This design comes from an exercise in tuning for small area on the open sky130 flow, not from production work. Where RTL was checked, it was by simulation tests only, not by an equivalence proof against the original. The clock port is modelled as an ideal driver; clocking choices that lean on that would not hold on a real chip. Power figures rest on the tool's default switching activity, not on a simulated workload.

== the previous run ==
==> module Dec7B, before the edit <==
module Dec7B(input [2:0] a, input en, output [7:1] y, output [7:1] yn);
assign yn[1] = ~(en & (a == 3'd1));
assign yn[2] = ~(en & (a == 3'd2));
assign yn[3] = ~(en & (a == 3'd3));
assign yn[4] = ~(en & (a == 3'd4));
assign yn[5] = ~(en & (a == 3'd5));
assign yn[6] = ~(en & (a == 3'd6));
assign yn[7] = ~(en & (a == 3'd7));
g_inv d1(.a(yn[1]), .y(y[1]));
g_inv d2(.a(yn[2]), .y(y[2]));
g_inv d3(.a(yn[3]), .y(y[3]));
g_inv d4(.a(yn[4]), .y(y[4]));
g_inv d5(.a(yn[5]), .y(y[5]));
g_inv d6(.a(yn[6]), .y(y[6]));
g_inv d7(.a(yn[7]), .y(y[7]));
endmodule
==> module RegFile, before the edit <==
module RegFile(
    input         clock,
    input  [7:1]  wsel,      
    input  [7:1]  wseln,
    input  [15:0] wdata,
    input  [7:1]  rsel1,
    input  [15:0] kill1,
    output [15:0] rdata1,
    input  [7:1]  rsel2,
    output [15:0] rdata2
);
wire [15:0] q [1:7];
genvar j, k;
generate for (j = 1; j < 8; j = j + 1) begin : rg
    reg  [15:0] r;
    wire [15:0] d;
    for (k = 0; k < 16; k = k + 1) begin : b
        g_a22o hold(.a1(wsel[j]), .a2(wdata[k]), .b1(wseln[j]), .b2(r[k]), .y(d[k]));
    end
    always @(posedge clock) r <= d;
    assign q[j] = r;
end endgenerate
generate for (k = 0; k < 16; k = k + 1) begin : rd
    wire [7:1] col = {q[7][k], q[6][k], q[5][k], q[4][k], q[3][k], q[2][k], q[1][k]};
    ReadBitK p1(.sel(rsel1), .r(col), .kill(kill1[k]), .y(rdata1[k]));
    ReadBit  p2(.sel(rsel2), .r(col), .y(rdata2[k]));
end endgenerate
endmodule
==> module MIPSL, before the edit <==
module MIPSL(
    output [15:0] iaddr,     
    output [15:0] daddr,     
    output        dwrite,    
    output        dread,     
    output [15:0] dwdata,    
    output [15:0] alu_out,   
    input         clock,
    input  [15:0] idata,     
    input  [15:0] ddata,     
    input         reset
);
wire [2:0] opcode = idata[15:13];
wire [2:0] Xm = idata[12:10];
wire [2:0] Xn = idata[5:3];
wire [2:0] Xd = idata[2:0];
wire [6:0] imm = idata[12:6];
wire memread, nmemread, memwrite, regwrite, nbranch, sub, regb, kimm, nandi, npass, breg_xm;
Control control1(
    .opcode(opcode), .memread(memread), .nmemread(nmemread), .memwrite(memwrite),
    .regwrite(regwrite), .nbranch(nbranch), .sub(sub), .regb(regb), .kimm(kimm),
    .nandi(nandi), .npass(npass), .breg_xm(breg_xm)
);
wire [15:0] immg, kill;
ImmGate immgate1(.imm(imm), .kimm(kimm), .nandi(nandi), .immg(immg), .kill(kill));
wire [7:1] wsel, wseln, rsel1, rsel2;
Dec7B decw(.a(Xd), .en(regwrite), .y(wsel), .yn(wseln));
Dec7 dec1(.a(Xn), .en(npass), .y(rsel1));
Dec7N dec2(.a(breg_xm ? Xm : Xd), .y(rsel2));
wire [15:0] rdata1, rdata2, result, wdata, prop;
RegFile regfile1(
    .clock(clock), .wsel(wsel), .wseln(wseln), .wdata(wdata),
    .rsel1(rsel1), .kill1(kill), .rdata1(rdata1),
    .rsel2(rsel2), .rdata2(rdata2)
);
ALU alu1(
    .a(rdata1), .b(rdata2), .imm(immg), .regb(regb), .sub(sub), .result(result), .prop(prop)
);
genvar k;
generate for (k = 0; k < 16; k = k + 1) begin : wd
    g_a22o m(.a1(memread), .a2(ddata[k]), .b1(nmemread), .b2(result[k]), .y(wdata[k]));
end endgenerate
wire taken;
Taken taken1(.prop(prop), .nbranch(nbranch), .taken(taken));
reg [15:1] PC;
wire [15:1] PCNext;
PCLogic pclogic1(.pc(PC), .imm(imm), .taken(taken), .reset(reset), .pc_next(PCNext));
always @(posedge clock) PC <= PCNext;
assign iaddr = {PC, 1'b0};
assign daddr = result;
assign alu_out = result;
assign dread = memread;
assign dwrite = memwrite;
assign dwdata = rdata2;
endmodule
Settings: LEC_CHECK=0, ABC_AREA=1, CAP_MARGIN=20, CORE_MARGIN=2, CORE_UTILIZATION=40, PLACE_DENSITY=0.6, SLEW_MARGIN=20, SYNTH_HIERARCHICAL=1; clock period 11.0 ns.
standard.sh (not shown) runs the stock make flow with config.mk's settings and CLKGATE_MAP_FILE= SYNTH_SCRIPT=/design/flow/synth_recipe.tcl, a recipe that flattens the netlist after the stock synthesis.
==> flow/flow/run.sh <==
#!/bin/bash
# Layout flow: the standard ORFS flow, with
#  - synthesis mapped by an area-oriented ABC script (flow/abc_area.script),
#  - the smallest buffer (buf_1) on the ports,
#  - a hand-built two-level clock tree (flow/manual_cts.tcl: one root
#    buffer driving eight leaf buffers, each at the centre of its group of
#    flip-flops) in place of TritonCTS, which is pointed at the clock port
#    net only and so finds nothing left to buffer.
# Each step's full output goes to a log file in the work folder.
set -euo pipefail
W=$(pwd)
rm -rf "$W/scripts_area"
cp -r "$FLOW_HOME/scripts" "$W/scripts_area"
cp "$W/flow/abc_area.script" "$W/scripts_area/abc_area.script"

bash "$W/standard.sh" SCRIPTS_DIR="$W/scripts_area" synth > "$W/flow_synth.log" 2>&1

export MCTS_N=8 MCTS_BUF=sky130_fd_sc_hd__clkbuf_8 MCTS_N1=1 MCTS_BUF1=sky130_fd_sc_hd__clkbuf_8
bash "$W/standard.sh" \
  BUFFER_PORTS_ARGS="-buffer_cell sky130_fd_sc_hd__buf_1" \
  PRE_CTS_TCL="$W/flow/manual_cts.tcl" \
  CTS_ARGS="-repair_clock_nets -dont_use_dummy_load -clk_nets clock" \
  finish > "$W/flow_layout.log" 2>&1
Other scripts of this flow, unchanged in this note and not shown: flow/flow/abc_area.script, flow/flow/manual_cts.tcl
[inputs] the current run vs the previous run
--- a/flow/design.v
+++ b/flow/design.v
@@ -54,26 +54,10 @@
 g_inv d4(.a(yn[4]), .y(y[4]));
 g_inv d5(.a(yn[5]), .y(y[5]));
 g_inv d6(.a(yn[6]), .y(y[6]));
 g_inv d7(.a(yn[7]), .y(y[7]));
 endmodule
-module Dec7B(input [2:0] a, input en, output [7:1] y, output [7:1] yn);
-assign yn[1] = ~(en & (a == 3'd1));
-assign yn[2] = ~(en & (a == 3'd2));
-assign yn[3] = ~(en & (a == 3'd3));
-assign yn[4] = ~(en & (a == 3'd4));
-assign yn[5] = ~(en & (a == 3'd5));
-assign yn[6] = ~(en & (a == 3'd6));
-assign yn[7] = ~(en & (a == 3'd7));
-g_inv d1(.a(yn[1]), .y(y[1]));
-g_inv d2(.a(yn[2]), .y(y[2]));
-g_inv d3(.a(yn[3]), .y(y[3]));
-g_inv d4(.a(yn[4]), .y(y[4]));
-g_inv d5(.a(yn[5]), .y(y[5]));
-g_inv d6(.a(yn[6]), .y(y[6]));
-g_inv d7(.a(yn[7]), .y(y[7]));
-endmodule
 module Dec7N(input [2:0] a, output [7:1] y);
 wire [7:1] yn;
 assign yn[1] = ~(a == 3'd1);
 assign yn[2] = ~(a == 3'd2);
 assign yn[3] = ~(a == 3'd3);
@@ -104,31 +88,26 @@
 g_a31oi  u4(.a1(x1), .a2(x2), .a3(x3), .b1(kill), .y(y));
 endmodule
 module RegFile(
     input         clock,
     input  [7:1]  wsel,      
-    input  [7:1]  wseln,
     input  [15:0] wdata,
     input  [7:1]  rsel1,
     input  [15:0] kill1,
     output [15:0] rdata1,
     input  [7:1]  rsel2,
     output [15:0] rdata2
 );
-wire [15:0] q [1:7];
-genvar j, k;
-generate for (j = 1; j < 8; j = j + 1) begin : rg
-    reg  [15:0] r;
-    wire [15:0] d;
-    for (k = 0; k < 16; k = k + 1) begin : b
-        g_a22o hold(.a1(wsel[j]), .a2(wdata[k]), .b1(wseln[j]), .b2(r[k]), .y(d[k]));
-    end
-    always @(posedge clock) r <= d;
-    assign q[j] = r;
-end endgenerate
+reg [15:0] regcell [1:7];
+integer i;
+always @(posedge clock)
+    for (i = 1; i < 8; i = i + 1)
+        if (wsel[i]) regcell[i] <= wdata;
+genvar k;
 generate for (k = 0; k < 16; k = k + 1) begin : rd
-    wire [7:1] col = {q[7][k], q[6][k], q[5][k], q[4][k], q[3][k], q[2][k], q[1][k]};
+    wire [7:1] col = {regcell[7][k], regcell[6][k], regcell[5][k], regcell[4][k],
+                      regcell[3][k], regcell[2][k], regcell[1][k]};
     ReadBitK p1(.sel(rsel1), .r(col), .kill(kill1[k]), .y(rdata1[k]));
     ReadBit  p2(.sel(rsel2), .r(col), .y(rdata2[k]));
 end endgenerate
 endmodule
 module ALU(
@@ -278,17 +257,17 @@
     .regwrite(regwrite), .nbranch(nbranch), .sub(sub), .regb(regb), .kimm(kimm),
     .nandi(nandi), .npass(npass), .breg_xm(breg_xm)
 );
 wire [15:0] immg, kill;
 ImmGate immgate1(.imm(imm), .kimm(kimm), .nandi(nandi), .immg(immg), .kill(kill));
-wire [7:1] wsel, wseln, rsel1, rsel2;
-Dec7B decw(.a(Xd), .en(regwrite), .y(wsel), .yn(wseln));
+wire [7:1] wsel, rsel1, rsel2;
+Dec7 decw(.a(Xd), .en(regwrite), .y(wsel));
 Dec7 dec1(.a(Xn), .en(npass), .y(rsel1));
 Dec7N dec2(.a(breg_xm ? Xm : Xd), .y(rsel2));
 wire [15:0] rdata1, rdata2, result, wdata, prop;
 RegFile regfile1(
-    .clock(clock), .wsel(wsel), .wseln(wseln), .wdata(wdata),
+    .clock(clock), .wsel(wsel), .wdata(wdata),
     .rsel1(rsel1), .kill1(kill), .rdata1(rdata1),
     .rsel2(rsel2), .rdata2(rdata2)
 );
 ALU alu1(
     .a(rdata1), .b(rdata2), .imm(immg), .regb(regb), .sub(sub), .result(result), .prop(prop)
--- outcome ---
Across both runs, final hold slack was higher for the current run than for the previous run.
On final critical path time including I/O delays and setup, the higher figure sits with the previous run, not the current run.
Per the comparison of the current run with the previous run, fraction of area in registers rose by 15 points, reported combinational group power fell by about 55%, global-route usage over all layers fell by 3.5 points.
[compare] base=the previous run new=the current run: layout filler cell count fell by 15, total power after layout fell by about 35%, area after synthesis rose by 2.1%, internal power consumption fell by 0.28 mW.
Run comparison: the current run most frequent standard cell in the layout excluding fill and tap cells edfxtp_1; the previous run most frequent standard cell in the layout excluding fill and tap cells a22o_1
No functional check of the RTL was part of any run of this note.

* * *

Another version of the RTL of MIPSL (not shown whole).
Size in the first run: ~540 cells after synthesis, about 130 flip-flops, ~100 I/O pins, about 6700 µm² of cells after synthesis.
==> module RegFile, before the edit <==
module RegFile(
    input         clock,
    input  [7:1]  wsel,      
    input  [15:0] wdata,
    input  [7:1]  rsel1,
    input  [15:0] kill1,
    output [15:0] rdata1,
    input  [7:1]  rsel2,
    output [15:0] rdata2
);
reg [15:0] regcell [1:7];
integer i;
always @(posedge clock)
    for (i = 1; i < 8; i = i + 1)
        if (wsel[i]) regcell[i] <= wdata;
genvar k;
generate for (k = 0; k < 16; k = k + 1) begin : rd
    wire [7:1] col = {regcell[7][k], regcell[6][k], regcell[5][k], regcell[4][k],
                      regcell[3][k], regcell[2][k], regcell[1][k]};
    ReadBitK p1(.sel(rsel1), .r(col), .kill(kill1[k]), .y(rdata1[k]));
    ReadBit  p2(.sel(rsel2), .r(col), .y(rdata2[k]));
end endgenerate
endmodule
==> module MIPSL, before the edit <==
module MIPSL(
    output [15:0] iaddr,     
    output [15:0] daddr,     
    output        dwrite,    
    output        dread,     
    output [15:0] dwdata,    
    output [15:0] alu_out,   
    input         clock,
    input  [15:0] idata,     
    input  [15:0] ddata,     
    input         reset
);
wire [2:0] opcode = idata[15:13];
wire [2:0] Xm = idata[12:10];
wire [2:0] Xn = idata[5:3];
wire [2:0] Xd = idata[2:0];
wire [6:0] imm = idata[12:6];
wire memread, nmemread, memwrite, regwrite, nbranch, sub, regb, kimm, nandi, npass, breg_xm;
Control control1(
    .opcode(opcode), .memread(memread), .nmemread(nmemread), .memwrite(memwrite),
    .regwrite(regwrite), .nbranch(nbranch), .sub(sub), .regb(regb), .kimm(kimm),
    .nandi(nandi), .npass(npass), .breg_xm(breg_xm)
);
wire [15:0] immg, kill;
ImmGate immgate1(.imm(imm), .kimm(kimm), .nandi(nandi), .immg(immg), .kill(kill));
wire [7:1] wsel, rsel1, rsel2;
Dec7 decw(.a(Xd), .en(regwrite), .y(wsel));
Dec7 dec1(.a(Xn), .en(npass), .y(rsel1));
Dec7N dec2(.a(breg_xm ? Xm : Xd), .y(rsel2));
wire [15:0] rdata1, rdata2, result, wdata, prop;
RegFile regfile1(
    .clock(clock), .wsel(wsel), .wdata(wdata),
    .rsel1(rsel1), .kill1(kill), .rdata1(rdata1),
    .rsel2(rsel2), .rdata2(rdata2)
);
ALU alu1(
    .a(rdata1), .b(rdata2), .imm(immg), .regb(regb), .sub(sub), .result(result), .prop(prop)
);
genvar k;
generate for (k = 0; k < 16; k = k + 1) begin : wd
    g_a22o m(.a1(memread), .a2(ddata[k]), .b1(nmemread), .b2(result[k]), .y(wdata[k]));
end endgenerate
wire taken;
Taken taken1(.prop(prop), .nbranch(nbranch), .taken(taken));
reg [15:1] PC;
wire [15:1] PCNext;
PCLogic pclogic1(.pc(PC), .imm(imm), .taken(taken), .reset(reset), .pc_next(PCNext));
always @(posedge clock) PC <= PCNext;
assign iaddr = {PC, 1'b0};
assign daddr = result;
assign alu_out = result;
assign dread = memread;
assign dwrite = memwrite;
assign dwdata = rdata2;
endmodule
Settings: LEC_CHECK=0, ABC_AREA=1, CAP_MARGIN=20, CORE_MARGIN=2, CORE_UTILIZATION=40, PLACE_DENSITY=0.6, SLEW_MARGIN=20, SYNTH_HIERARCHICAL=1; clock period 11.0 ns.
Scripts as last shown in full above: flow/flow/run.sh
Other scripts of this flow, unchanged in this note and not shown: flow/flow/abc_area.script, flow/flow/manual_cts.tcl
Rerun with:
--- a/flow/design.v
+++ b/flow/design.v
@@ -46,10 +46,20 @@
 assign y[4] = en & (a == 3'd4);
 assign y[5] = en & (a == 3'd5);
 assign y[6] = en & (a == 3'd6);
 assign y[7] = en & (a == 3'd7);
 endmodule
+module Dec7B(input [2:0] a, input en, output [7:1] y, output [7:1] yn);
+assign y[1] = en & (a == 3'd1);
+assign y[2] = en & (a == 3'd2);
+assign y[3] = en & (a == 3'd3);
+assign y[4] = en & (a == 3'd4);
+assign y[5] = en & (a == 3'd5);
+assign y[6] = en & (a == 3'd6);
+assign y[7] = en & (a == 3'd7);
+assign yn = ~y;
+endmodule
 module Dec7N(input [2:0] a, output [7:1] y);
 assign y[1] = (a == 3'd1);
 assign y[2] = (a == 3'd2);
 assign y[3] = (a == 3'd3);
 assign y[4] = (a == 3'd4);
@@ -72,26 +82,31 @@
 g_a31oi  u4(.a1(x1), .a2(x2), .a3(x3), .b1(kill), .y(y));
 endmodule
 module RegFile(
     input         clock,
     input  [7:1]  wsel,      
+    input  [7:1]  wseln,
     input  [15:0] wdata,
     input  [7:1]  rsel1,
     input  [15:0] kill1,
     output [15:0] rdata1,
     input  [7:1]  rsel2,
     output [15:0] rdata2
 );
-reg [15:0] regcell [1:7];
-integer i;
-always @(posedge clock)
-    for (i = 1; i < 8; i = i + 1)
-        if (wsel[i]) regcell[i] <= wdata;
-genvar k;
+wire [15:0] q [1:7];
+genvar j, k;
+generate for (j = 1; j < 8; j = j + 1) begin : rg
+    reg  [15:0] r;
+    wire [15:0] d;
+    for (k = 0; k < 16; k = k + 1) begin : b
+        g_a22o hold(.a1(wsel[j]), .a2(wdata[k]), .b1(wseln[j]), .b2(r[k]), .y(d[k]));
+    end
+    always @(posedge clock) r <= d;
+    assign q[j] = r;
+end endgenerate
 generate for (k = 0; k < 16; k = k + 1) begin : rd
-    wire [7:1] col = {regcell[7][k], regcell[6][k], regcell[5][k], regcell[4][k],
-                      regcell[3][k], regcell[2][k], regcell[1][k]};
+    wire [7:1] col = {q[7][k], q[6][k], q[5][k], q[4][k], q[3][k], q[2][k], q[1][k]};
     ReadBitK p1(.sel(rsel1), .r(col), .kill(kill1[k]), .y(rdata1[k]));
     ReadBit  p2(.sel(rsel2), .r(col), .y(rdata2[k]));
 end endgenerate
 endmodule
 module ALU(
@@ -241,17 +256,17 @@
     .regwrite(regwrite), .nbranch(nbranch), .sub(sub), .regb(regb), .kimm(kimm),
     .nandi(nandi), .npass(npass), .breg_xm(breg_xm)
 );
 wire [15:0] immg, kill;
 ImmGate immgate1(.imm(imm), .kimm(kimm), .nandi(nandi), .immg(immg), .kill(kill));
-wire [7:1] wsel, rsel1, rsel2;
-Dec7 decw(.a(Xd), .en(regwrite), .y(wsel));
+wire [7:1] wsel, wseln, rsel1, rsel2;
+Dec7B decw(.a(Xd), .en(regwrite), .y(wsel), .yn(wseln));
 Dec7 dec1(.a(Xn), .en(npass), .y(rsel1));
 Dec7N dec2(.a(breg_xm ? Xm : Xd), .y(rsel2));
 wire [15:0] rdata1, rdata2, result, wdata, prop;
 RegFile regfile1(
-    .clock(clock), .wsel(wsel), .wdata(wdata),
+    .clock(clock), .wsel(wsel), .wseln(wseln), .wdata(wdata),
     .rsel1(rsel1), .kill1(kill), .rdata1(rdata1),
     .rsel2(rsel2), .rdata2(rdata2)
 );
 ALU alu1(
     .a(rdata1), .b(rdata2), .imm(immg), .regb(regb), .sub(sub), .result(result), .prop(prop)
=>
- cell area goes down by 2.7%
- register-to-register slack gets worse by 0.51 ns
- setup slack gets worse by 0.13 ns
- worst hold slack gets worse by 0.16 ns
- combinational power goes up by 110%
- wire length goes up by 11%
- die area goes down by 1.6%
- via count goes up by 19%
- synthesized area goes down by 1.6%
- clock skew goes up by 0.0036 ns
- power goes up by 53%
- clock power goes up by about 3%
- sequential share of layout area goes down by 15 points
- core utilization hardly moves

re-timing with driven ports:
The flow's constraints put no driver on any port. The routed layouts listed below were extracted and timed again, unchanged, in two steps. Step 1 assumes that a clkbuf_16 drives the clock port and a buf_2 every other input. Step 2 times the ports against the registers' clock, not the clock port: input delays grow and output delays shrink by t, the midpoint of the rising clock arrivals with the driver on. Three values: ideal ports, drivers, drivers and shift; two values: the first two.
| run | t, ns | slack for setup (ns) | hold slack, ns | worst register clock-pin slew, ns | cell pins on the clock port's net |
|---|---|---|---|---|---|
| the previous run | 0.450 | 0.643 / 0.606 / 0.606 | 0.508 / 0.508 / 0.508 | 0.11 / 0.11 | 1 |
| the current run | 0.429 | 0.780 / 0.744 / 0.744 | 0.632 / 0.632 / 0.632 | 0.11 / 0.11 | 1 |
| the first run of note 2 | 0.434 | 0.678 / 0.654 / 0.654 | 0.667 / 0.667 / 0.667 | 0.11 / 0.11 | 1 |
| the second run of note 2 | 0.444 | 0.550 / 0.525 / 0.525 | 0.509 / 0.509 / 0.509 | 0.11 / 0.11 | 1 |
After both steps setup and hold are still met in every run listed. For the previous run, which loses most, drivers alone change the setup slack by -0.037 ns; drivers and shift together by -0.037 ns.
